This is an optimization exercise on Yosys and OpenROAD, whose aim is small area, a short achievable clock period and few clock cycles, not a production implementation. At most, simulation tests tie the RTL to the original design; equivalence was not proved. The RTL of run 1 was laid out without a check of its function. No activity file was given, so power comes from the tool's default toggle rates.

==> flow/design.v, too long to show whole: its modules and the start of the top module <==
// module fp_mult: 1564 lines
// module fa_cell: 6 lines
// module ha_cell: 6 lines
module fp_mult(A, B, clk, reset, C, done, flow);
  // ...
==> flow/flow/run.sh <==
#!/bin/bash
set -o pipefail
export BUFFER_PORTS_ARGS="-buffer_cell sky130_fd_sc_hd__buf_4"
bash standard.sh > standard.log 2>&1
==> flow/standard.sh <==
#!/bin/bash
# synth_recipe.tcl (not shown) runs the flow's synth.tcl, then flattens the netlist and writes it again
# the make line also repeats each setting of config.mk as NAME=value (left out here)
make -C /OpenROAD-flow-scripts/flow DESIGN_CONFIG=/design/flow/config.mk WORK_HOME=/design/flow/orfs CLKGATE_MAP_FILE= SYNTH_SCRIPT=/design/flow/synth_recipe.tcl "${@:-finish}"
==> flow/config.mk <==
export PLATFORM = sky130hd
export DESIGN_NAME = fp_mult
export DESIGN_NICKNAME = fp_mult
export VERILOG_FILES = /design/flow/design.v
export SDC_FILE = /design/flow/constraint.sdc
export NUM_CORES = 4
export LEC_CHECK = 0
export ABC_AREA = 1
export CAP_MARGIN = 20
export CORE_MARGIN = 2
export CORE_UTILIZATION = 40
export SLEW_MARGIN = 20
export SYNTH_HIERARCHICAL = 1
==> flow/constraint.sdc <==
create_clock -name core_clock -period 5.0 [get_ports {clk}]
set_input_delay 1.0000 -clock core_clock [delete_from_list [all_inputs] [get_ports {clk}]]
set_output_delay 1.0000 -clock core_clock [all_outputs]
set_load 0.01 [all_outputs]
==> impl_metrics.tcl, run 1 <==
set metrics [dict create \
    run_status "finished clean" \
    async_flop_share_pct 0 \
    grtUsageMet3_pct 5.34 \
    area_growth_pct 13.9 \
    antenna_found_initial 1 \
    cts_made_buffers 9 \
    synth_top_family_by_area "adder cells" \
    synth_common_cells "284 x nand2_1, 274 x o22ai_1, 258 x xnor2_1" \
    finalPower_mw 16.3 \
    place_ws_ns -0.00354 \
    reg_top3 "r_m x73, r_esum x9, r_sign x1" \
    flops_and_latches 83 \
    worst_slack_ns 0.179 \
    met2_usage_pct 37.8 \
    clock_power_uw 799 \
    utilization_pct 46.2 \
    min_period_ns 4.82 \
    final_common_cell "nand2_1" \
    ys.flop_type "edfxtp_1" \
    largest_reg_flops 73 \
    synth-compound-area-share_pct 14.1 \
    dp_hpwl_mm 49.5 \
    multi_input_area_share_pct 69.1 \
    crit_start "r_m[3]" \
    regArea_um2 2490 \
    dr_wl_met3_mm 4.79 \
    cts_tree "yes" \
    criticalPathCategory "reg2out" \
    endpoint_kind "output pin" \
    p_switching_mw 8.48 \
    critPathSlowestCell "edfxtp_1" \
    grt_first_pass_wirelength_mm 92.2 \
    synth_edf_count 83 \
    post_cts_resized 7 \
    busiest_layer "met2" \
    peakVddDrop_v 0.000725 \
    cts.sinks 83 \
    fin_crit_sh_pct 96.4 \
    route.detailed.drc 0 \
]
==> run 2: changes to the inputs <==
--- a/flow/design.v
+++ b/flow/design.v
@@ -1318,19 +1318,22 @@
     wire G1000 = g958 | (p959 & G998);
     wire P1001 = 1'b0;
     wire G1002 = g962 | (p963 & g960);
     wire P1003 = p963 & p961;
     reg [73:0] r_m;           
     reg [8:0] r_esum;
     reg r_sign;
     reg r_done;
+    wire [73:0] m_next;
+    hold_mux #(.W(74)) u_hold (.load(reset), .q(r_m), .d({s564, c545, s544, c525, s524, s522, s506, c489, s488, c473, s472, c457, s456, c443, s442, c429, s428, s426, P1003, G1002, P1001, G1000, s938, c937, c933, s936, s932, c929, c923, s928, s922, c917, c909, s916, s908, c901, c891, s900, s890, c881, c869, s880, s868, c857, c843, s856, s842, c829, c813, s828, s812, c797, c779, s796, s778, c761, c741, s760, s740, c721, c699, s720, s698, c677, s676, c653, c629, s652, s628, c607, c585, s606, s584, c565}), .y(m_next));
+    always @(posedge clk)
+        r_m <= m_next;
     always @(posedge clk) begin
         if (reset) begin
-            r_m <= {s564, c545, s544, c525, s524, s522, s506, c489, s488, c473, s472, c457, s456, c443, s442, c429, s428, s426, P1003, G1002, P1001, G1000, s938, c937, c933, s936, s932, c929, c923, s928, s922, c917, c909, s916, s908, c901, c891, s900, s890, c881, c869, s880, s868, c857, c843, s856, s842, c829, c813, s828, s812, c797, c779, s796, s778, c761, c741, s760, s740, c721, c699, s720, s698, c677, s676, c653, c629, s652, s628, c607, c585, s606, s584, c565};
             r_esum <= {1'b0, A[30:23]} + {1'b0, B[30:23]};
             r_sign <= A[31] ^ B[31];
             r_done <= 1'b1;
         end
     end
     wire s1004, c1005;
     ha_cell u_s1004 (.a(r_m[0]), .b(r_m[1]), .s(s1004), .co(c1005));
     wire s1006, c1007;
@@ -1569,8 +1572,15 @@
     assign co = (a & b) | (a & c) | (b & c);
 endmodule
 module ha_cell(a, b, s, co);
     input a, b;
     output s, co;
     assign s = a ^ b;
     assign co = a & b;
 endmodule
+module hold_mux(load, q, d, y);
+    parameter W = 1;
+    input load;
+    input [W-1:0] q, d;
+    output [W-1:0] y;
+    assign y = load ? d : q;
+endmodule
--- a/flow/config.mk
+++ b/flow/config.mk
@@ -4,10 +4,12 @@
 export VERILOG_FILES = /design/flow/design.v
 export SDC_FILE = /design/flow/constraint.sdc
 export NUM_CORES = 4
 export LEC_CHECK = 0
 export ABC_AREA = 1
 export CAP_MARGIN = 20
 export CORE_MARGIN = 2
 export CORE_UTILIZATION = 40
+export CTS_BUF_LIST = sky130_fd_sc_hd__clkbuf_8
+export CTS_CLUSTER_SIZE = 40
 export SLEW_MARGIN = 20
 export SYNTH_HIERARCHICAL = 1
==> run 2 against run 1 <==
  * Still clean on timing, DRC and antenna
  * Sequential power is 34% lower
  * Cell count is 6.8% higher
  * Die area is 0.76% higher
  * First-iteration DRC count is 13% lower
  * Power is 19% lower
  * Setup slack better by 0.052 ns
  * Clock power is 35% lower
  * Sequential cell count stayed put
  * Synthesized cell count is 10% higher
  * Critical path depth is 3 higher
  * Combinational power is 16% lower
  * Sequential share of layout area is 3.3 points lower
==> impl_metrics.tcl, run 2 <==
set metrics [dict create \
    run_status "finished clean" \
    drt_wl_total_mm 60.1 \
    numPortBuffers 99 \
    maxSlewHeadroom_pct 42.8 \
    cp_num_buf_inv 6 \
    cts.clk_slew.worst_paths_ns 0.09 \
    largest-register "r_m" \
    largest_reg_flops 73 \
    min_from "r_m[52]" \
    antenna_found_initial 0 \
    avgSynthCellArea_um2 7.90 \
    worstPathMaxFanout 10 \
    area_growth_pct 10.7 \
    track_usage_pct 25.3 \
    fin_crit_sh_pct 95.4 \
    finalSetupViolCount 0 \
    path_delay_family "adder cells" \
    dieArea_um2 48100 \
    worst_path_largest_cell_delay_ns 0.36 \
    insertion_delay_ns 0.39 \
    worst_slack_ns 0.232 \
    final_max_slew_viol_count 0 \
    dr.pass1.iters 5 \
    die_w_um 219 \
    final_area_um2 20600 \
    clock_path_buffers 2 \
    hold_class "reg2reg" \
    tightest_slew_ns 0.857 \
    peakVddDrop_v 0.000527 \
    tns_ns 0 \
    cts_tree "yes" \
    reg_top3 "r_m x73, r_esum x9, r_sign x1" \
    grtUsageMet1_pct 31.9 \
    place.gp.congestion 0.984 \
    yosys_warnings 7 \
    r2r-end "r_m[31]" \
    arrival_ns 3.77 \
    cap_violations 0 \
    cp.required_ns 4.00 \
    syn_nets 2816 \
    dp_hpwl_mm 51.2 \
    route.detailed.drc 0 \
    cts-root-buf "clkbuf_8" \
    hold-path-cell-count 2 \
    place_area_um2 20300 \
    criticalPathCategory "reg2out" \
    place_ws_ns -0.00661 \
    final_common_cell "nand2_1" \
    grtUsageMet3_pct 3.53 \
    pin_count 101 \
    leakage_nw 9.44 \
    fmax_ghz 0.210 \
    grt_overflow 0 \
    vias 16615 \
    grt_pass1_vias 16480 \
    routed_via_density 5.52 \
    final_cells 3012 \
    initial_core_util_pct 40.7 \
    core_um2 45600 \
    cts_made_buffers 9 \
    reg2reg_slack_ns 4.41 \
    finalNetCount 2873 \
    drt_iter0_drc 1155 \
    syn_area_um2 18600 \
    met2_usage_pct 42.5 \
    whs_endpoint "r_m[52]" \
    fin_skew_ns 0 \
    final_antenna_net_count 0 \
    r2r-start "r_m[31]" \
    busiest_layer "met2" \
    rsz0062_at_grt "yes" \
    reg2reg_depth 2 \
    layout_common_cells "521 x nand2_1, 274 x o22ai_1, 254 x fa_1" \
    endpoint_kind "output pin" \
    n_antenna_cell 0 \
    min_period_ns 4.77 \
    dp_cells 2993 \
    cts.sinks 83 \
    rows 78 \
    grt_max_degree 84 \
    critPathSlowestCell "dfxtp_2" \
    layout-drive-gt1-share_pct 11.7 \
    htreeDepth 3 \
    wl_per_cell_um 20.0 \
    cp-start-kind "flop" \
    syn_inst 2350 \
    finalHoldViolations 0 \
    grt_first_pass_wirelength_mm 92.6 \
    die_h_um 219 \
    power_density_nw_per_um2 644 \
]
[run 2: area by class of cell]
type	instances	area, um2
Fill cell	4563	25000
Clock buffer	9	124
Tap cell	600	751
Timing Repair Buffer	209	1700
Clock inverter	7	85.1
Multi-Input combinational cell	1856	15200
Sequential cell	83	1760
Inverter	248	933
[run 2: worst max path at each step]
stage / depth (start not counted) / to / slack, ns / from
detailed placement: 13 / r_m[15] / -0.007 / B[9]
CTS: 25 / C[17] / 0.0005 / r_m[3]
global route: 25 / C[17] / -0.12 / r_m[3]
global placement: 13 / r_m[15] / 0.04 / B[9]
finish: 25 / C[17] / 0.23 / r_m[3]
floorplan: 16 / r_m[11] / 0.002 / B[17]
[run 2: timing repair]
| action | in CTS | in global routing |
|---|---|---|
| gates resized for setup | 2 | 9 |
| endpoints found under the setup margin | 1 | 33 |
| hold buffers | 0 | 0 |
| setup buffers | 0 | 3 |
| pin swaps | 2 | 4 |
[run 2: worst reg2reg max path: cells and delay by family, from the launching register on]
kind	cells	cell delay, ns
DFF	1	0.38
and+or+nand+nor	2	0.16
[run 2: where the power goes]
group          leakage (nW)  switching, mW  internal (mW)  total, mW
combinational          8.63           6.75           4.79       11.5
clock                0.0995          0.279          0.239      0.517
sequential            0.709          0.170           1.01       1.18
[run 2: through the flow]
stage               hold slack, ns  power [mW]  utilization, %
floorplan                    0.419        9.16               -
global placement             0.430        12.5            44.5
detailed placement           0.439        12.7            44.5
CTS                          0.458        13.3            45.0
global route                 0.478        14.9            45.1
finish                       0.452        13.2            45.1
[run 2: routing by layer]
metal	up-vias	part of all wire (%)
met5	-	0
met3	142	5.1
met4	0	5.0
met1	8119	42
met2	519	48
li1	7835	-
Testbench counts of run 2, summed over its fixed seeds: cycles 2,400.
==> run 3: changes to the inputs <==
==> flow/flow/run.sh (replaced) <==
#!/bin/bash
set -o pipefail
export BUFFER_PORTS_ARGS="-buffer_cell sky130_fd_sc_hd__buf_2"
bash standard.sh > standard.log 2>&1
--- a/flow/config.mk
+++ b/flow/config.mk
@@ -11,4 +11,2 @@
 export CORE_UTILIZATION = 40
-export CTS_BUF_LIST = sky130_fd_sc_hd__clkbuf_8
-export CTS_CLUSTER_SIZE = 40
 export SLEW_MARGIN = 20
==> run 3 against run 2 <==
  * Still clean on timing, DRC and antenna
  * Clock skew is the same
  * Synthesized cell count stayed put
  * Sequential cell count unchanged
  * Area after synthesis did not move
  * Critical endpoint is now C[10]
  * Highest routed layer unchanged
==> impl_metrics.tcl, run 3 <==
set metrics [dict create \
    grt_max_degree 85 \
    n_antenna_cell 0 \
    rows 78 \
    worst_slack_ns 0.239 \
    syn_inst 2350 \
    fin_crit_sh_pct 95.2 \
    endpoint_kind "output pin" \
    tns_ns 0 \
    cts.clk_slew.worst_paths_ns 0.06 \
    routed_via_density 5.49 \
    dp_cells 3038 \
    power_density_nw_per_um2 643 \
    place_ws_ns -0.0312 \
    clock_path_buffers 2 \
    criticalPathCategory "reg2out" \
    maxSlewHeadroom_pct 41.5 \
    yosys_warnings 7 \
    final_common_cell "nand2_1" \
    initial_core_util_pct 40.7 \
    final_max_slew_viol_count 0 \
    die_h_um 219 \
    dp_hpwl_mm 52.4 \
    drt_iter0_drc 1214 \
    hold-path-cell-count 2 \
    cap_violations 0 \
    fin_hold_ws_ns 0.449 \
    hold_class "reg2reg" \
    syn_nets 2816 \
    r2r-start "r_m[2]" \
    pin_count 101 \
    leakage_nw 9.63 \
    area_growth_pct 11.7 \
    grt_first_pass_wirelength_mm 94.8 \
    die_w_um 219 \
    core_um2 45600 \
    min_from "r_m[51]" \
    utilization_pct 45.5 \
    worstPathMaxFanout 10 \
    whs_endpoint "r_m[51]" \
    final_cells 3057 \
    reg2reg_depth 2 \
    syn_area_um2 18600 \
    fin_skew_ns 0 \
    insertion_delay_ns 0.37 \
    final_antenna_net_count 0 \
    fmax_ghz 0.210 \
    finalSetupViolCount 0 \
    largest_reg_flops 73 \
    dr.pass1.iters 5 \
    peakVddDrop_v 0.000717 \
    finalNetCount 2918 \
    min_period_ns 4.76 \
    layout-drive-gt1-share_pct 13.5 \
    reg2reg_slack_ns 4.41 \
    numPortBuffers 99 \
    run_status "finished clean" \
    finalHoldViolations 0 \
    cts-root-buf "clkbuf_16" \
    vias 16791 \
    track_usage_pct 26.0 \
    route.detailed.drc 0 \
    grt_pass1_vias 16626 \
    tightest_slew_ns 0.878 \
    drt_wl_total_mm 62.0 \
    dieArea_um2 48100 \
    cp-start-kind "flop" \
    htreeDepth 3 \
    layout_common_cells "520 x nand2_1, 274 x o22ai_1, 254 x fa_1" \
    wl_per_cell_um 20.3 \
    largest-register "r_m" \
    ctsHoldBuffers 0 \
    cts_made_buffers 9 \
    cp.required_ns 4.00 \
    cts_tree "yes" \
    grt_overflow 0 \
    reg_top3 "r_m x73, r_esum x9, r_sign x1" \
    crit_start "r_m[3]" \
    r2r-end "r_m[2]" \
    cts.sinks 83 \
    avgSynthCellArea_um2 7.90 \
    antenna_found_initial 0 \
    arrival_ns 3.76 \
    place.gp.congestion 1.00 \
]
[run 3: cell type report]
cell class,instances,area [um2]
fillers,4585,24800
multi-input cells,1856,15200
repair buffers,254,1790
flip-flops and latches,83,1760
inverters,248,931
well taps,600,751
clock buffers,11,253
clock inverters,5,42.5
[run 3: worst max path at each step]
| stage | endpoint | slack [ns] | cells past startpoint |
|---|---|---|---|
| finish | C[10] | 0.24 | 16 |
| global route | C[17] | -0.05 | 25 |
| CTS | C[17] | 0.002 | 25 |
| detailed placement | r_m[15] | -0.03 | 16 |
| global placement | r_m[15] | -0.05 | 16 |
| floorplan | r_m[11] | 0.002 | 16 |
[run 3: what timing repair did]
item                                   4_1_cts  5_1_grt
pin swaps                                    0        5
cloned                                       0        0
setup endpoints to repair                    1       26
endpoints found under the hold margin        0        0
gates resized for setup                      1       13
buffers inserted                             0        3
[run 3: worst max-delay path, cell delays in order, from the launching register on]
cell and delay (ns):
dfxtp_2 0.34, ha_4 0.27, inv_1 0.04, ha_1 0.35, nand3_1 0.13, nor2_2 0.19
nand2_2 0.19, nor2_4 0.28, nand2_1 0.15, nand4_1 0.13, nand3_1 0.13, buf_4 0.19
nand4_1 0.14, nand4_4 0.21, buf_4 0.25, o21ai_1 0.23, buf_2 0.18
[run 3: power by group]
| part | leakage [nW] | internal [mW] | switching (mW) | total [mW] |
|---|---|---|---|---|
| logic | 8.78 | 4.68 | 6.80 | 11.5 |
| registers | 0.709 | 1.02 | 0.167 | 1.18 |
| clock network | 0.145 | 0.370 | 0.301 | 0.671 |
| total | 9.63 | 6.06 | 7.27 | 13.3 |
[run 3: metrics by stage]
| step | instance area, um2 | power, mW |
|---|---|---|
| 4_1_cts | 20600 | 13.3 |
| 5_1_grt | 20700 | 14.9 |
| 6_report | 20700 | 13.3 |
| 3_5_place_dp | 20300 | 12.5 |
| 2_1_floorplan | 18600 | 9.16 |
| 3_3_place_gp | 20300 | 12.4 |
[run 3: metal layers]
| metal | routed length [um] | GRT usage [%] | up-vias |
|---|---|---|---|
| li1 | - | - | 7925 |
| met1 | 26100 | 33.2 | 8170 |
| met2 | 29300 | 43.1 | 556 |
| met3 | 3160 | 3.12 | 140 |
| met4 | 3400 | 13.6 | 0 |
| met5 | 0 | 0 | - |
==> run 4: changes to the inputs <==
==> flow/flow/run.sh (replaced) <==
#!/bin/bash
set -o pipefail
export BUFFER_PORTS_ARGS="-buffer_cell sky130_fd_sc_hd__buf_4"
bash standard.sh > standard.log 2>&1
==> run 4 against run 3 <==
  * Synthesized cell count stayed put
  * Combinational power hardly changed
  * Sequential power hardly changed
  * Via count is 1.0% lower
  * Hold slack worse by 0.00072 ns
  * Final area is 0.43% lower
  * Area after synthesis stayed put
  * Wire length is 3.0% lower
  * Cell count is 1.5% lower
  * Utilization is 0.19 points lower
  * Die area stayed put
  * Sequential share of layout area hardly changed
  * Critical endpoint is now C[5]
  * Largest power group unchanged
==> impl_metrics.tcl, run 4 <==
set metrics [dict create \
    die_w_um 219 \
    vias 16623 \
    p_int_mw 6.19 \
    finalHoldViolations 0 \
    clock_path_buffers 2 \
    power_frac_comb_pct 86.0 \
    grt_pass1_vias 16470 \
    initial_core_util_pct 40.7 \
    pwr-share-clk_pct 5.2 \
    htreeDepth 3 \
    dr.pass1.iters 7 \
    rsz0062_at_grt "no" \
    place_ws_ns -0.00661 \
    route.detailed.drc 0 \
    syn_inst 2350 \
    grt_first_pass_wirelength_mm 92.7 \
    peakVddDrop_v 0.000534 \
    wl_per_cell_um 20.0 \
    final_antenna_net_count 0 \
    cts_tree "yes" \
    ctsHoldBuffers 0 \
    cts.sinks 83 \
    fin_crit_sh_pct 93.9 \
    area_growth_pct 11.2 \
    fillers 4545 \
    min_period_ns 4.70 \
    dieArea_um2 48100 \
    numPortBuffers 99 \
    leakage_nw 9.48 \
    final_max_slew_viol_count 0 \
    place_area_um2 20300 \
    grt_max_degree 84 \
    p_seq_share_pct 8.8 \
    power_density_nw_per_um2 649 \
    reg_top3 "r_m x73, r_esum x9, r_sign x1" \
    final_common_cell "nand2_1" \
    syn_nets 2816 \
    avgSynthCellArea_um2 7.90 \
    p_switching_mw 7.21 \
    core_um2 45600 \
    largest_reg_flops 73 \
    multi_input_area_um2 15200 \
    final_area_um2 20600 \
    drt_wl_total_mm 60.1 \
    maxSlewHeadroom_pct 43.5 \
    fin_skew_ns 0 \
    cp.required_ns 4.00 \
    tightest_slew_ns 0.848 \
    swShare_pct 53.8 \
    syn_area_um2 18600 \
    fin_hold_ws_ns 0.449 \
    cap_violations 0 \
    regArea_um2 1760 \
    antenna_found_initial 0 \
    place.gp.congestion 0.984 \
    grt_overflow 0 \
    rows 78 \
    worstPathMaxFanout 15 \
    cp-start-kind "flop" \
    cts_made_buffers 9 \
    layout_common_cells "521 x nand2_1, 274 x o22ai_1, 254 x fa_1" \
    endpoint_kind "output pin" \
    insertion_delay_ns 0.35 \
    criticalPathCategory "reg2out" \
    routed_via_density 5.52 \
    worst_slack_ns 0.304 \
    n_antenna_cell 0 \
    pin_count 101 \
    run_status "finished clean" \
    finalSetupViolCount 0 \
    layout-drive-gt1-share_pct 11.7 \
    cts-root-buf "clkbuf_16" \
    track_usage_pct 25.3 \
    yosys_warnings 7 \
    hold_class "reg2reg" \
    cts.clk_slew.worst_paths_ns 0.06 \
    largest-register "r_m" \
    fmax_ghz 0.213 \
    dp_hpwl_mm 51.2 \
    arrival_ns 3.70 \
    finalPower_mw 13.4 \
    drt_iter0_drc 1084 \
    die_h_um 219 \
    finalNetCount 2872 \
]
-- run 4: power groups by stage --
stage / clock network, mW / logic (mW) / registers, mW
6_report: 0.696 / 11.5 / 1.18
5_1_grt: 0.752 / 13.1 / 1.22
4_1_cts: 0.721 / 11.6 / 1.18
3_5_place_dp: 0 / 11.5 / 1.20
3_3_place_gp: 0 / 11.3 / 1.19
2_1_floorplan: 0 / 8.01 / 1.14
-- run 4: metrics by stage --
step                      utilization [%]  setup TNS (ns)  cells
after floorplan                         -               0   2350
after global placement               44.5               0   2993
after detailed placement             44.5        -0.00661   2993
after CTS                            45.2               0   3009
after global routing                 45.3               0   3011
final                                45.3               0   3011
-- run 4: worst paths after layout --
| check | endpoint | slack (ns) | depth (start not counted) | startpoint |
|---|---|---|---|---|
| max | C[5] | 0.30 | 23 | r_m[3] |
| min | r_m[52] | 0.45 | 2 | r_m[52] |
| max reg2reg | r_m[31] | 4.42 | 2 | r_m[31] |
| min reg2reg | r_m[52] | 0.45 | 2 | r_m[52] |
-- run 4: layout make-up --
| class | instances | area share [%] |
|---|---|---|
| clock buffer | 9 | 1.09 |
| tap | 600 | 3.64 |
| sequential | 83 | 8.54 |
| timing repair buffer | 208 | 8.19 |
| multi-input combinational | 1856 | 73.6 |
| clock inverter | 7 | 0.412 |
| inverter | 248 | 4.52 |
-- run 4: layer usage --
metal,vias up,share of wire [%],track usage [%],routed length [um]
met5,-,0,0,0
li1,7841,-,-,-
met2,526,48,42.6,28900
met4,0,4.8,11.5,2910
met3,129,5.5,3.80,3300
met1,8127,42,32.0,25000
-- run 4: what timing repair did --
action,in CTS,in global routing
buffers inserted,0,2
setup endpoints to repair,1,31
cloned,0,0
gates resized for setup,1,11
pin swaps,1,3
-- run 4: worst max-delay path, stage by stage, from the launching register on --
cell and delay [ns]:
dfxtp_2 0.35, ha_4 0.27, ha_1 0.13, inv_1 0.05
fa_2 0.36, inv_1 0.08, nand2_1 0.05, nand2_1 0.09
nand3_2 0.10, nand2_4 0.10, nand2_4 0.06, nand2_8 0.10
nand2_4 0.07, nand2_1 0.07, nand2_2 0.07, nand2_4 0.18
nand3_1 0.13, nand2_1 0.10, nand2_2 0.06, nor2_4 0.22
buf_4 0.21, nand3_1 0.06, o21ai_0 0.18, buf_4 0.21
==> run 5: changes to the inputs <==
--- a/flow/config.mk
+++ b/flow/config.mk
@@ -8,2 +8,3 @@
 export ABC_AREA = 1
+export ABC_CLOCK_PERIOD_IN_PS = 8000
 export CAP_MARGIN = 20
==> run 5 against run 4 <==
  * Power stayed put
  * Hold slack stayed put
  * Critical endpoint unchanged
  * Final area stayed put
  * Utilization stayed put
  * Register-to-register slack hardly changed
  * Setup slack stayed put
  * Wire length stayed put
  * Synthesized cell count stayed put
  * Non-clock buffer count stayed put
==> impl_metrics.tcl, run 5 <==
set metrics [dict create \
    run_status "finished clean" \
    wl_per_cell_um 20.0 \
    track_usage_pct 25.3 \
    cap_violations 0 \
    htreeDepth 3 \
    n_antenna_cell 0 \
    insertion_delay_ns 0.35 \
    drt_wl_total_mm 60.1 \
    fin_skew_ns 0 \
    crit_chain "ha_4 > ha_1 > inv_1 > fa_2 > inv_1 > nand2_1 > nand2_1 > nand3_2 > nand2_4 > nand2_4 > nand2_8 > nand2_4 > nand2_1 > nand2_2 > nand2_4 > nand3_1 > nand2_1 > nand2_2 > nor2_4 > buf_4 > nand3_1 > o21ai_0 > buf_4" \
    leakage_nw 9.48 \
    grt_max_degree 84 \
    crit_start "r_m[3]" \
    cp-start-kind "flop" \
    endpoint_kind "output pin" \
    final_max_slew_viol_count 0 \
    largest_reg_flops 73 \
    antenna_found_initial 0 \
    yosys_warnings 7 \
    criticalPathCategory "reg2out" \
    grt_first_pass_wirelength_mm 92.7 \
    numPortBuffers 99 \
    dp_hpwl_mm 51.2 \
    final_common_cell "nand2_1" \
    finalNetCount 2872 \
    reg_top3 "r_m x73, r_esum x9, r_sign x1" \
    avgSynthCellArea_um2 7.90 \
    cts_made_buffers 9 \
    final_cells 3011 \
    cp.required_ns 4.00 \
    cts_tree "yes" \
    syn_nets 2816 \
    final_antenna_net_count 0 \
    rsz0062_at_grt "no" \
    area_growth_pct 11.2 \
    syn_inst 2350 \
    die_w_um 219 \
    finalPower_mw 13.4 \
    pin_count 101 \
    min_from "r_m[52]" \
    path_delay_family "simple AND/OR/NAND/NOR gates" \
    maxSlewHeadroom_pct 43.5 \
    route.detailed.drc 0 \
    vias 16623 \
    cts-root-buf "clkbuf_16" \
    grt_overflow 0 \
    fin_crit_sh_pct 93.9 \
    cts.clk_slew.worst_paths_ns 0.06 \
    dp_cells 2993 \
    final_area_um2 20600 \
    core_um2 45600 \
    largest-register "r_m" \
    r2r-start "r_m[31]" \
    initial_core_util_pct 40.7 \
    layout_common_cells "521 x nand2_1, 274 x o22ai_1, 254 x fa_1" \
    dieArea_um2 48100 \
    place_area_um2 20300 \
    finalHoldViolations 0 \
    min_period_ns 4.70 \
    hold_class "reg2reg" \
    cts.sinks 83 \
    power_density_nw_per_um2 649 \
    arrival_ns 3.70 \
    die_h_um 219 \
    critPathSlowestCell "fa_2" \
    routed_via_density 5.52 \
    worstPathMaxFanout 15 \
    dr.pass1.iters 7 \
    finalSetupViolCount 0 \
    rows 78 \
    tightest_slew_ns 0.848 \
    syn_area_um2 18600 \
    layout-drive-gt1-share_pct 11.7 \
    worst_path_largest_cell_delay_ns 0.36 \
    grt_pass1_vias 16470 \
    peakVddDrop_v 0.000534 \
    drt_iter0_drc 1084 \
    fmax_ghz 0.213 \
    place.gp.congestion 0.984 \
    clock_path_buffers 2 \
    fillers 4545 \
    cp_num_buf_inv 4 \
]
[run 5: worst paths after layout]
| path | slack (ns) | depth (start not counted) | endpoint |
|---|---|---|---|
| worst max register to register | 4.42 | 2 | r_m[31] |
| worst min-delay path | 0.45 | 2 | r_m[52] |
| worst max-delay path | 0.30 | 23 | C[5] |
| worst min register to register | 0.45 | 2 | r_m[52] |
[run 5: layout make-up]
cell class              instances  area [um2]  area share (%)
repair buffers                208        1690            8.19
clock buffers                   9         225            1.09
inverters                     248         933            4.52
clock inverters                 7        85.1           0.412
flip-flops and latches         83        1760            8.54
multi-input cells            1856       15200            73.6
well taps                     600         751            3.64
[run 5: timing repair]
item,4_1_cts,5_1_grt
endpoints found under the hold margin,0,0
gates cloned,0,0
endpoints found under the setup margin,1,31
pin swaps,1,3
resized for setup,1,11
setup buffers,0,2
hold buffers,0,0
[run 5: where the power goes]
group          total (mW)  switching [mW]  leakage (nW)  internal, mW
clock               0.696           0.301         0.146         0.395
sequential           1.18           0.169         0.709          1.02
combinational        11.5            6.74          8.63          4.78
total                13.4            7.21          9.48          6.19
[run 5: through the flow]
stage / utilization (%) / hold slack (ns) / TNS [ns] / worst slack [ns]
global route: 45.3 / 0.473 / 0 / 0.0164
finish: 45.3 / 0.449 / 0 / 0.304
global placement: 44.5 / 0.430 / 0 / 0.0403
detailed placement: 44.5 / 0.439 / -0.00661 / -0.00661
CTS: 45.2 / 0.454 / 0 / 0.00664
floorplan: - / 0.419 / 0 / 0.00238
[run 5: metal layers]
layer / up-vias / global-route usage [%] / routed length [um]
met5: - / 0 / 0
met4: 0 / 11.5 / 2910
met3: 129 / 3.80 / 3300
met2: 526 / 42.6 / 28900
met1: 8127 / 32.0 / 25000
li1: 7841 / - / -
[run 5: worst register-to-register path, cell delays in order (launching register included)]
cell     delay [ns]
dfxtp_1        0.37
nand2_1        0.07
nand2_1        0.09
==> run 6: changes to the inputs <==
--- a/flow/config.mk
+++ b/flow/config.mk
@@ -8,3 +8,3 @@
 export ABC_AREA = 1
-export ABC_CLOCK_PERIOD_IN_PS = 8000
+export ABC_CLOCK_PERIOD_IN_PS = 3000
 export CAP_MARGIN = 20
==> run 6 against run 5 <==
  * Final area unchanged
  * Area after synthesis unchanged
  * Combinational power about the same
  * Sequential cell count unchanged
  * Non-clock buffer count unchanged
  * Die area unchanged
  * Wire length unchanged
  * Hold slack unchanged
  * Clock power about the same
  * Maximum frequency unchanged
  * Power unchanged
  * Critical path depth unchanged
==> impl_metrics.tcl, run 6 <==
set metrics [dict create \
    run_status "finished clean" \
    endpoint "C[5]" \
    place_area_um2 20300 \
    final_antenna_net_count 0 \
    pin_count 101 \
    min_period_ns 4.70 \
    finalHoldViolations 0 \
    fin_crit_sh_pct 93.9 \
    area_growth_pct 11.2 \
    cts.sinks 83 \
    tightest_slew_ns 0.848 \
    dp_cells 2993 \
    finalPower_mw 13.4 \
    final_cells 3011 \
    cap_violations 0 \
    die_h_um 219 \
    grt_overflow 0 \
    criticalPathCategory "reg2out" \
    clock_path_buffers 2 \
    cts_made_buffers 9 \
    multi_input_area_um2 15200 \
    cts_tree "yes" \
    finalSetupViolCount 0 \
    grt_first_pass_wirelength_mm 92.7 \
    crit_start "r_m[3]" \
    layout_common_cells "521 x nand2_1, 274 x o22ai_1, 254 x fa_1" \
    tns_ns 0 \
    dp_hpwl_mm 51.2 \
    regArea_um2 1760 \
    largest_reg_flops 73 \
    rsz0062_at_grt "no" \
    vias 16623 \
    dieArea_um2 48100 \
    place.gp.congestion 0.984 \
    syn_nets 2816 \
    grt_max_degree 84 \
    syn_inst 2350 \
    endpoint_kind "output pin" \
    die_w_um 219 \
    leakage_nw 9.48 \
    track_usage_pct 25.3 \
    fin_skew_ns 0 \
    fillers 4545 \
    initial_core_util_pct 40.7 \
    layout-drive-gt1-share_pct 11.7 \
    final_common_cell "nand2_1" \
    rows 78 \
    largest-register "r_m" \
    final_max_slew_viol_count 0 \
    antenna_found_initial 0 \
    routed_via_density 5.52 \
    r2r-start "r_m[31]" \
    insertion_delay_ns 0.35 \
    arrival_ns 3.70 \
    ctsHoldBuffers 0 \
    reg_top3 "r_m x73, r_esum x9, r_sign x1" \
    wl_per_cell_um 20.0 \
    cts-root-buf "clkbuf_16" \
    drt_wl_total_mm 60.1 \
    fin_hold_ws_ns 0.449 \
    core_um2 45600 \
    htreeDepth 3 \
    reg2reg_depth 2 \
    peakVddDrop_v 0.000534 \
    numPortBuffers 99 \
    route.detailed.drc 0 \
    cp.required_ns 4.00 \
    syn_area_um2 18600 \
    maxSlewHeadroom_pct 43.5 \
    worstPathMaxFanout 15 \
    n_antenna_cell 0 \
    finalNetCount 2872 \
    dr.pass1.iters 7 \
    r2r-end "r_m[31]" \
    final_area_um2 20600 \
    min_from "r_m[52]" \
    drt_iter0_drc 1084 \
    hold_class "reg2reg" \
    grt_pass1_vias 16470 \
    avgSynthCellArea_um2 7.90 \
    fmax_ghz 0.213 \
    cp-start-kind "flop" \
    cts.clk_slew.worst_paths_ns 0.06 \
    reg2reg_slack_ns 4.42 \
    yosys_warnings 7 \
    power_density_nw_per_um2 649 \
]
run 6: final cells by class:
type                       count  area share, %
multi-input combinational   1856           73.6
timing repair buffer         208           8.19
tap                          600           3.64
clock buffer                   9           1.09
sequential                    83           8.54
clock inverter                 7          0.412
inverter                     248           4.52
run 6: stage by stage:
step,util [%],setup WS [ns]
5_1_grt,45.3,0.0164
2_1_floorplan,-,0.00238
6_report,45.3,0.304
3_3_place_gp,44.5,0.0403
3_5_place_dp,44.5,-0.00661
4_1_cts,45.2,0.00664
run 6: worst min path at each step:
stage	to	slack, ns	cells after the start
after global routing	r_m[42]	0.47	2
after floorplan	r_m[55]	0.42	2
final	r_m[52]	0.45	2
after global placement	r_m[54]	0.43	2
after detailed placement	r_m[52]	0.44	2
after CTS	r_m[52]	0.45	2
run 6: what timing repair did:
item | in CTS | in global routing
buffers inserted | 0 | 2
gates resized for setup | 1 | 11
pin swaps | 1 | 3
endpoints found under the setup margin | 1 | 31
run 6: power by group:
group | internal (mW) | switching (mW)
clock network | 0.395 | 0.301
logic | 4.78 | 6.74
registers | 1.02 | 0.169
run 6: metal layers:
layer / track usage, % / up-vias / routed length, um / share of wire [%]
li1: - / 7841 / - / -
met1: 32.0 / 8127 / 25000 / 42
met2: 42.6 / 526 / 28900 / 48
met3: 3.80 / 129 / 3300 / 5.5
met4: 11.5 / 0 / 2910 / 4.8
met5: 0 / - / 0 / 0
run 6: critical path, cell delays in order (launching register included):
cell and delay [ns]:
dfxtp_2 0.35, ha_4 0.27, ha_1 0.13, inv_1 0.05
fa_2 0.36, inv_1 0.08, nand2_1 0.05, nand2_1 0.09
nand3_2 0.10, nand2_4 0.10, nand2_4 0.06, nand2_8 0.10
nand2_4 0.07, nand2_1 0.07, nand2_2 0.07, nand2_4 0.18
nand3_1 0.13, nand2_1 0.10, nand2_2 0.06, nor2_4 0.22
buf_4 0.21, nand3_1 0.06, o21ai_0 0.18, buf_4 0.21
==> run 7: changes to the inputs <==
--- a/flow/config.mk
+++ b/flow/config.mk
@@ -8,6 +8,5 @@
 export ABC_AREA = 1
-export ABC_CLOCK_PERIOD_IN_PS = 3000
 export CAP_MARGIN = 20
 export CORE_MARGIN = 2
-export CORE_UTILIZATION = 40
+export CORE_UTILIZATION = 50
 export SLEW_MARGIN = 20
==> run 7 against run 6 <==
  * Clock skew is the same
  * Area after synthesis is the same
  * Hold slack lost 0.00081 ns
  * Critical path depth shrank 10
  * Global-route usage grew 5.2 points
  * Cell count shrank 4.5%
  * Largest power group unchanged
  * Via count shrank 1.4%
==> impl_metrics.tcl, run 7 <==
set metrics [dict create \
    min_period_ns 4.69 \
    drt_wl_total_mm 57.8 \
    route.detailed.drc 0 \
    core_um2 36600 \
    largest_reg_flops 73 \
    reg2reg_depth 2 \
    p_seq_share_pct 9.2 \
    fin_crit_sh_pct 93.7 \
    layout_common_cells "520 x nand2_1, 274 x o22ai_1, 254 x fa_1" \
    worst_path_largest_cell_delay_ns 0.50 \
    clock_path_buffers 2 \
    layout-drive-gt1-share_pct 11.5 \
    power_frac_comb_pct 85.2 \
    crit_chain "buf_4 > ha_1 > inv_1 > buf_4 > o22ai_1 > fa_1 > fa_1 > fa_1 > fa_1 > fa_1 > fa_1 > nand2_1 > nand2_1" \
    insertion_delay_ns 0.35 \
    maxSlewHeadroom_pct 48.4 \
    rows 70 \
    hold-path-cell-count 2 \
    leakage_nw 9.47 \
    p_int_mw 6.24 \
    finalNetCount 2869 \
    tightest_slew_ns 0.775 \
    place_area_um2 20000 \
    critPathSlowestCell "fa_1" \
    place.gp.congestion 0.949 \
    cts.clk_slew.worst_paths_ns 0.07 \
    yosys_warnings 7 \
    p_switching_mw 7.05 \
    final_max_slew_viol_count 0 \
    cts_tree "yes" \
    criticalPathCategory "in2reg" \
    grt_pass1_vias 16006 \
    largest-register "r_m" \
    finalSetupViolCount 0 \
    cp.depth 13 \
    grt_overflow 0 \
    routed_via_density 5.70 \
    antenna_found_initial 0 \
    htreeDepth 3 \
    reg_top3 "r_m x73, r_esum x9, r_sign x1" \
    pwr-share-clk_pct 5.6 \
    wl_per_cell_um 20.1 \
    arrival_ns 4.99 \
    r2r-start "r_m[25]" \
    die_w_um 197 \
    fmax_ghz 0.213 \
    ctsHoldBuffers 0 \
    dp_hpwl_mm 47.5 \
    reg2reg_slack_ns 4.28 \
    cts_made_buffers 9 \
    numPortBuffers 99 \
    track_usage_pct 30.5 \
    power_density_nw_per_um2 651 \
    syn_nets 2816 \
    avgSynthCellArea_um2 7.90 \
    syn_area_um2 18600 \
    cpMostUsedCell "fa_1" \
    grt_first_pass_wirelength_mm 90.8 \
    area_growth_pct 10.1 \
    worstPathMaxFanout 13 \
    finalHoldViolations 0 \
    r2r-end "r_m[25]" \
    cts.sinks 83 \
    hold_class "reg2reg" \
    swShare_pct 53.0 \
    peakVddDrop_v 0.000358 \
    n_antenna_cell 0 \
    cp-start-kind "input port" \
    syn_inst 2350 \
    run_status "finished clean" \
    endpoint_kind "flop" \
    cp_num_buf_inv 3 \
    final_antenna_net_count 0 \
    path_delay_family "adder cells" \
    whs_endpoint "r_m[54]" \
    rsz0062_at_grt "no" \
    final_common_cell "nand2_1" \
    dr.pass1.iters 5 \
    grt_max_degree 74 \
    fin_skew_ns 0 \
    cts-root-buf "clkbuf_16" \
    cap_violations 0 \
    pin_count 101 \
    cp.required_ns 5.30 \
    fin_hold_ws_ns 0.448 \
    final_area_um2 20400 \
    vias 16391 \
    die_h_um 197 \
    drt_iter0_drc 1230 \
    dieArea_um2 38700 \
    min_from "r_m[54]" \
    initial_core_util_pct 50.7 \
]
run 7: power by group through the flow:
stage	combinational [mW]	sequential (mW)	clock (mW)
after global placement	10.9	1.22	0
after detailed placement	11.1	1.22	0
after CTS	11.2	1.21	0.767
final	11.3	1.22	0.750
after global routing	12.9	1.25	0.793
after floorplan	8.01	1.14	0
run 7: through the flow:
stage	utilization [%]	instances	total power, mW	setup slack (ns)	TNS [ns]
floorplan	-	2350	9.16	0.00238	0
global placement	54.8	2856	12.2	0.0706	0
detailed placement	54.8	2856	12.3	-0.0221	-0.0304
CTS	55.6	2872	13.2	0.0179	0
global route	55.8	2876	14.9	0.0226	0
finish	55.8	2876	13.3	0.313	0
run 7: worst max path at each step:
stage	slack, ns	endpoint	from
2_1_floorplan	0.002	r_m[11]	B[17]
3_3_place_gp	0.07	r_m[15]	B[3]
3_5_place_dp	-0.02	r_m[11]	B[9]
4_1_cts	0.02	C[20]	r_m[3]
5_1_grt	0.02	C[17]	r_m[3]
6_report	0.31	r_m[1]	B[9]
run 7: repair_timing:
item	in CTS	in global routing
setup buffers	0	4
setup endpoints to repair	1	30
pin swaps	0	3
gates resized for setup	1	11
gates cloned	0	0
run 7: cell type report:
class                   count  area [um2]
clock buffers              10         229
clock inverters             6        96.3
fillers                  3563       16200
inverters                 248         931
multi-input cells        1856       15200
flip-flops and latches     83        1760
well taps                 468         586
repair buffers            205        1640
run 7: worst min-delay path, stage by stage, from the launching register on:
cell	delay (ns)
dfxtp_1	0.31
nand2_1	0.06
nand2_1	0.04
run 7: per-layer routing:
| metal | track usage [%] | share of wire (%) | vias to the layer above |
|---|---|---|---|
| met3 | 5.46 | 7.9 | 96 |
| met4 | 10.4 | 3.4 | 0 |
| met2 | 48.3 | 45 | 686 |
| met5 | 0 | 0 | - |
| li1 | - | - | 7840 |
| met1 | 42.2 | 44 | 7769 |
==> run 8: changes to the inputs <==
--- a/flow/config.mk
+++ b/flow/config.mk
@@ -10,3 +10,3 @@
 export CORE_MARGIN = 2
-export CORE_UTILIZATION = 50
+export CORE_UTILIZATION = 60
 export SLEW_MARGIN = 20
==> run 8 against run 7 <==
  * Still clean on timing, DRC and antenna
  * Wire length rose by 0.93%
  * Die area is 16% lower
  * Count of clock-buffer cells in the layout up 1
  * Setup slack worse by 0.031 ns
  * Critical endpoint is now C[13]
  * Largest cell class unchanged
==> impl_metrics.tcl, run 8 <==
set metrics [dict create \
    power_density_nw_per_um2 651 \
    rows 64 \
    cts_made_buffers 9 \
    fin_crit_sh_pct 94.4 \
    vias 16746 \
    pin_count 101 \
    antenna_found_initial 0 \
    dp_hpwl_mm 48.3 \
    grt_first_pass_wirelength_mm 91.5 \
    largest-register "r_m" \
    path_delay_family "simple AND/OR/NAND/NOR gates" \
    area_growth_pct 9.58 \
    drt_wl_total_mm 58.4 \
    leakage_nw 9.47 \
    tightest_slew_ns 0.917 \
    layout_common_cells "521 x nand2_1, 274 x o22ai_1, 254 x fa_1" \
    worst_slack_ns 0.282 \
    arrival_ns 3.72 \
    grt_max_degree 85 \
    crit_chain "ha_4 > inv_1 > ha_1 > nand3_1 > nor2_2 > nand2_2 > nor2_4 > nand2_1 > nand3_1 > nand2_1 > nand3_1 > nand2_1 > buf_4 > o21ai_0 > nand3_1 > o21ai_1 > buf_4" \
    place.gp.congestion 0.999 \
    layout-drive-gt1-share_pct 11.6 \
    largest_reg_flops 73 \
    htreeDepth 3 \
    numPortBuffers 99 \
    n_antenna_cell 0 \
    cts.clk_slew.worst_paths_ns 0.06 \
    dieArea_um2 32400 \
    finalPower_mw 13.2 \
    wl_per_cell_um 20.8 \
    die_w_um 180 \
    swShare_pct 53.0 \
    reg_top3 "r_m x73, r_esum x9, r_sign x1" \
    cts-root-buf "clkbuf_16" \
    p_seq_share_pct 9.1 \
    finalSetupViolCount 0 \
    fin_skew_ns 0 \
    cap_violations 0 \
    maxSlewHeadroom_pct 38.9 \
    fmax_ghz 0.212 \
    place_area_um2 20000 \
    cp.required_ns 4.00 \
    die_h_um 180 \
    pwr-share-clk_pct 5.3 \
    avgSynthCellArea_um2 7.90 \
    hold_class "reg2reg" \
    ctsHoldBuffers 0 \
    route.detailed.drc 0 \
    drt_iter0_drc 1707 \
    final_max_slew_viol_count 0 \
    insertion_delay_ns 0.35 \
    cpMostUsedCell "nand3_1" \
    tns_ns 0 \
    rsz0062_at_grt "no" \
    p_int_mw 6.22 \
    yosys_warnings 7 \
    criticalPathCategory "reg2out" \
    place_ws_ns -0.0304 \
    worst_path_largest_cell_delay_ns 0.36 \
    finalNetCount 2873 \
    cp_num_buf_inv 3 \
    initial_core_util_pct 60.8 \
    grt_pass1_vias 16299 \
    syn_inst 2350 \
    final_antenna_net_count 0 \
    track_usage_pct 36.2 \
    final_area_um2 20300 \
    p_switching_mw 7.01 \
    core_um2 30500 \
    critPathSlowestCell "nand2_1" \
    syn_nets 2816 \
    run_status "finished clean" \
    cts.sinks 83 \
    min_period_ns 4.72 \
    dr.pass1.iters 6 \
    worstPathMaxFanout 13 \
    cp-start-kind "flop" \
    routed_via_density 5.96 \
    final_common_cell "nand2_1" \
    power_frac_comb_pct 85.6 \
    clock_path_buffers 2 \
    endpoint_kind "output pin" \
    cts_tree "yes" \
    finalHoldViolations 0 \
    grt_overflow 0 \
    syn_area_um2 18600 \
    peakVddDrop_v 0.000407 \
]
==> run 8: cell types whose count changed in the layout (fill, tap and decap cells not counted), sizes merged <==
cell    change
buf         +4
bufinv      -1
clkbuf      +1
clkinv      +2
inv         -2
==> run 8: path summary, 6_finish.rpt <==
check	start	to	slack, ns	cells past startpoint
worst max register to register	r_m[23]	r_m[23]	4.34	2
worst max-delay path	r_m[3]	C[13]	0.28	17
worst min-delay path	r_m[63]	r_m[63]	0.45	2
worst min register to register	r_m[63]	r_m[63]	0.45	2
==> run 8: stage by stage <==
step / hold WS, ns / utilization (%) / cells
4_1_cts: 0.449 / 66.5 / 2804
2_1_floorplan: 0.419 / - / 2350
5_1_grt: 0.460 / 66.7 / 2808
3_5_place_dp: 0.435 / 65.5 / 2788
3_3_place_gp: 0.431 / 65.5 / 2788
6_report: 0.449 / 66.7 / 2808
==> run 8: metal layers <==
metal | share of wire (%) | GRT usage, %
met2 | 44 | 56.3
met1 | 42 | 50.0
met3 | 9.5 | 6.04
met5 | 0 | 0
met4 | 4.8 | 15.9
==> run 8: power by group through the flow <==
stage,Combinational (mW),Sequential [mW],Clock (mW)
4_1_cts,11.2,1.19,0.718
6_report,11.3,1.20,0.702
3_5_place_dp,11.2,1.20,0
5_1_grt,12.8,1.23,0.746
2_1_floorplan,8.01,1.14,0
3_3_place_gp,10.9,1.20,0
==> run 8: tightest hold or removal path, cell delays in order (launching register included) <==
cell	delay, ns
dfxtp_1	0.31
nand2_1	0.06
nand2_1	0.04
==> run 8: area by class of cell <==
| type | count | area, um2 |
|---|---|---|
| Tap cell | 396 | 495 |
| Clock buffer | 11 | 253 |
| Clock inverter | 5 | 60.1 |
| Sequential cell | 83 | 1760 |
| Inverter | 248 | 933 |
| Fill cell | 2725 | 10200 |
| Timing Repair Buffer | 209 | 1660 |
| Multi-Input combinational cell | 1856 | 15200 |
==> run 8: what timing repair did <==
item                       in CTS  in global routing
setup endpoints to repair       0                 24
buffers inserted                0                  4
resized for setup               0                  6
==> run 9: changes to the inputs <==
--- a/flow/config.mk
+++ b/flow/config.mk
@@ -10,3 +10,3 @@
 export CORE_MARGIN = 2
-export CORE_UTILIZATION = 60
+export CORE_UTILIZATION = 45
 export SLEW_MARGIN = 20
==> run 9 against run 8 <==
  * Still clean
  * Register-to-register slack gained 0.03 ns
  * Critical path depth shrank 2
  * Synthesized cell count is the same
  * Power grew 2.9%
  * Wire length shrank 0.15%
  * Sequential share of layout area shrank 0.12 points
  * Critical endpoint is now r_m[11]
  * Largest power group unchanged
  * Highest routed layer is now met5
==> impl_metrics.tcl, run 9 <==
set metrics [dict create \
    grt_max_degree 84 \
    initial_core_util_pct 45.6 \
    path_delay_family "adder cells" \
    largest-register "r_m" \
    insertion_delay_ns 0.34 \
    cp_num_buf_inv 4 \
    cpMostUsedCell "fa_1" \
    track_usage_pct 27.0 \
    hold_class "reg2reg" \
    final_cells 2950 \
    worst_slack_ns 0.224 \
    rsz0062_at_grt "no" \
    dieArea_um2 42900 \
    core_um2 40700 \
    min_period_ns 4.78 \
    final_antenna_net_count 0 \
    worst_path_largest_cell_delay_ns 0.51 \
    run_status "finished clean" \
    layout_common_cells "520 x nand2_1, 274 x o22ai_1, 255 x fa_1" \
    die_w_um 207 \
    wl_per_cell_um 19.8 \
    power_density_nw_per_um2 659 \
    dp_cells 2926 \
    criticalPathCategory "in2reg" \
    finalNetCount 2879 \
    htreeDepth 3 \
    area_growth_pct 11.4 \
    numPortBuffers 99 \
    peakVddDrop_v 0.000478 \
    cts.sinks 83 \
    cts_tree "yes" \
    yosys_warnings 7 \
    grt_overflow 0 \
    reg2reg_slack_ns 4.37 \
    fin_skew_ns 0 \
    route.detailed.drc 0 \
    fillers 3946 \
    cp.required_ns 5.29 \
    syn_inst 2350 \
    leakage_nw 9.55 \
    syn_nets 2816 \
    tightest_slew_ns 0.912 \
    reg_top3 "r_m x73, r_esum x9, r_sign x1" \
    finalSetupViolCount 0 \
    regArea_um2 1770 \
    cts-root-buf "clkbuf_16" \
    critPathSlowestCell "fa_1" \
    final_max_slew_viol_count 0 \
    cts.clk_slew.worst_paths_ns 0.06 \
    place.gp.congestion 0.981 \
    fmax_ghz 0.209 \
    pin_count 101 \
    drt_wl_total_mm 58.3 \
    final_common_cell "nand2_1" \
    cp-start-kind "input port" \
    multi_input_area_um2 15200 \
    dp_hpwl_mm 48.2 \
    fin_crit_sh_pct 95.5 \
    grt_first_pass_wirelength_mm 91.6 \
    finalHoldViolations 0 \
    crit_chain "buf_4 > inv_1 > nor3_1 > inv_1 > nand2_1 > inv_1 > o22ai_1 > fa_1 > fa_1 > fa_1 > fa_1 > fa_1 > fa_1 > nand2_1 > nand2_1" \
    cap_violations 0 \
    clock_path_buffers 2 \
    antenna_found_initial 1 \
    endpoint_kind "flop" \
    maxSlewHeadroom_pct 39.2 \
    avgSynthCellArea_um2 7.90 \
    drt_iter0_drc 1518 \
    finalPower_mw 13.6 \
    worstPathMaxFanout 6 \
    grt_pass1_vias 16244 \
    rows 74 \
    cts_made_buffers 9 \
    dr.pass1.iters 5 \
    place_ws_ns -0.0886 \
    n_antenna_cell 0 \
    routed_via_density 5.60 \
    largest_reg_flops 73 \
    syn_area_um2 18600 \
    vias 16508 \
    arrival_ns 5.07 \
    layout-drive-gt1-share_pct 12.0 \
    die_h_um 207 \
]
-- run 9: layout make-up --
cell class                      instances  share of cell area, %
Sequential cell                        83                   8.54
Timing Repair Buffer                  215                   8.47
Multi-Input combinational cell       1856                   73.5
Tap cell                              532                   3.22
Clock inverter                          6                  0.569
Inverter                              248                   4.50
Clock buffer                           10                   1.21
-- run 9: report_power, final --
part	internal (mW)	leakage [nW]	switching, mW
sequential	1.02	0.709	0.187
combinational	4.84	8.67	6.75
clock	0.524	0.176	0.298
-- run 9: tightest hold or removal path, stage by stage, from the launching register on --
cell and delay, ns:
dfxtp_1 0.31, nand2_1 0.06, nand2_1 0.04
-- run 9: per-stage QoR --
step | cell area, um2 | util, % | setup TNS [ns] | hold WS, ns
after floorplan | 18600 | - | 0 | 0.419
after global placement | 20200 | 49.6 | -0.233 | 0.429
after detailed placement | 20200 | 49.6 | -0.376 | 0.439
after CTS | 20600 | 50.5 | 0 | 0.452
after global routing | 20700 | 50.8 | 0 | 0.464
final | 20700 | 50.8 | 0 | 0.452
-- run 9: worst paths after layout --
| kind | startpoint | to | cells after the start |
|---|---|---|---|
| worst max-delay path | B[9] | r_m[11] | 15 |
| worst min register to register | r_m[6] | r_m[6] | 2 |
| worst max register to register | r_m[21] | r_m[21] | 2 |
| worst min-delay path | r_m[6] | r_m[6] | 2 |
-- run 9: per-layer routing --
layer / vias to the layer above / global-route usage [%] / part of all wire (%)
met5: - / 0 / 0.015
met4: 2 / 9.04 / 3.3
met3: 93 / 4.46 / 7.1
met2: 621 / 43.0 / 45
met1: 7924 / 37.3 / 44
li1: 7868 / - / -
-- run 9: timing repair --
item / CTS / global route
setup endpoints to repair: 1 / 31
pin swaps: 1 / 3
setup buffers: 0 / 8
hold buffers: 0 / 0
gates resized for setup: 2 / 15

-- re-timing with driven ports --
The flow's constraints put no driver on any port. The routed layouts listed below were extracted and timed again, unchanged, in two steps. Step 1: set_driving_cell puts a clkbuf_16 on clk and a buf_2 on each other input, an assumption about the parent block. Step 2 moves the port delays by t, midway between the first and last clock arrival at a register: inputs arrive t later, outputs are due t later. That takes back most of the time a late clock gives input paths. Three values: ideal ports, drivers, drivers and shift; two values: the first two.
| run | t (ns) | setup slack, ns | worst setup path after step 2 | clock arrival spread, ns | worst data-port slew with drivers (ns) |
|---|---|---|---|---|---|
| run 1 | 0.430 | 0.179 / 0.126 / -0.074 | input to register | 0.010 / 0.011 | 0.09 |
| run 2 | 0.443 | 0.232 / 0.179 / -0.053 | input to register | 0.009 / 0.010 | 0.08 |
| run 3 | 0.418 | 0.239 / 0.184 / -0.085 | input to register | 0.010 / 0.011 | 0.09 |
| run 4 | 0.413 | 0.304 / 0.247 / -0.037 | input to register | 0.008 / 0.008 | 0.08 |
| run 5 | 0.413 | 0.304 / 0.247 / -0.037 | input to register | 0.008 / 0.008 | 0.08 |
| run 6 | 0.413 | 0.304 / 0.247 / -0.037 | input to register | 0.008 / 0.008 | 0.08 |
| run 7 | 0.409 | 0.313 / 0.280 / -0.062 | input to register | 0.015 / 0.015 | 0.05 |
| run 8 | 0.409 | 0.282 / 0.230 / -0.127 | input to register | 0.013 / 0.013 | 0.06 |
| run 9 | 0.404 | 0.224 / 0.195 / -0.149 | input to register | 0.018 / 0.018 | 0.05 |
With both steps, setup timing fails in every run listed, where it was met with ideal ports. For run 8, which loses most, drivers alone change the setup slack by -0.052 ns; drivers and shift together by -0.409 ns.
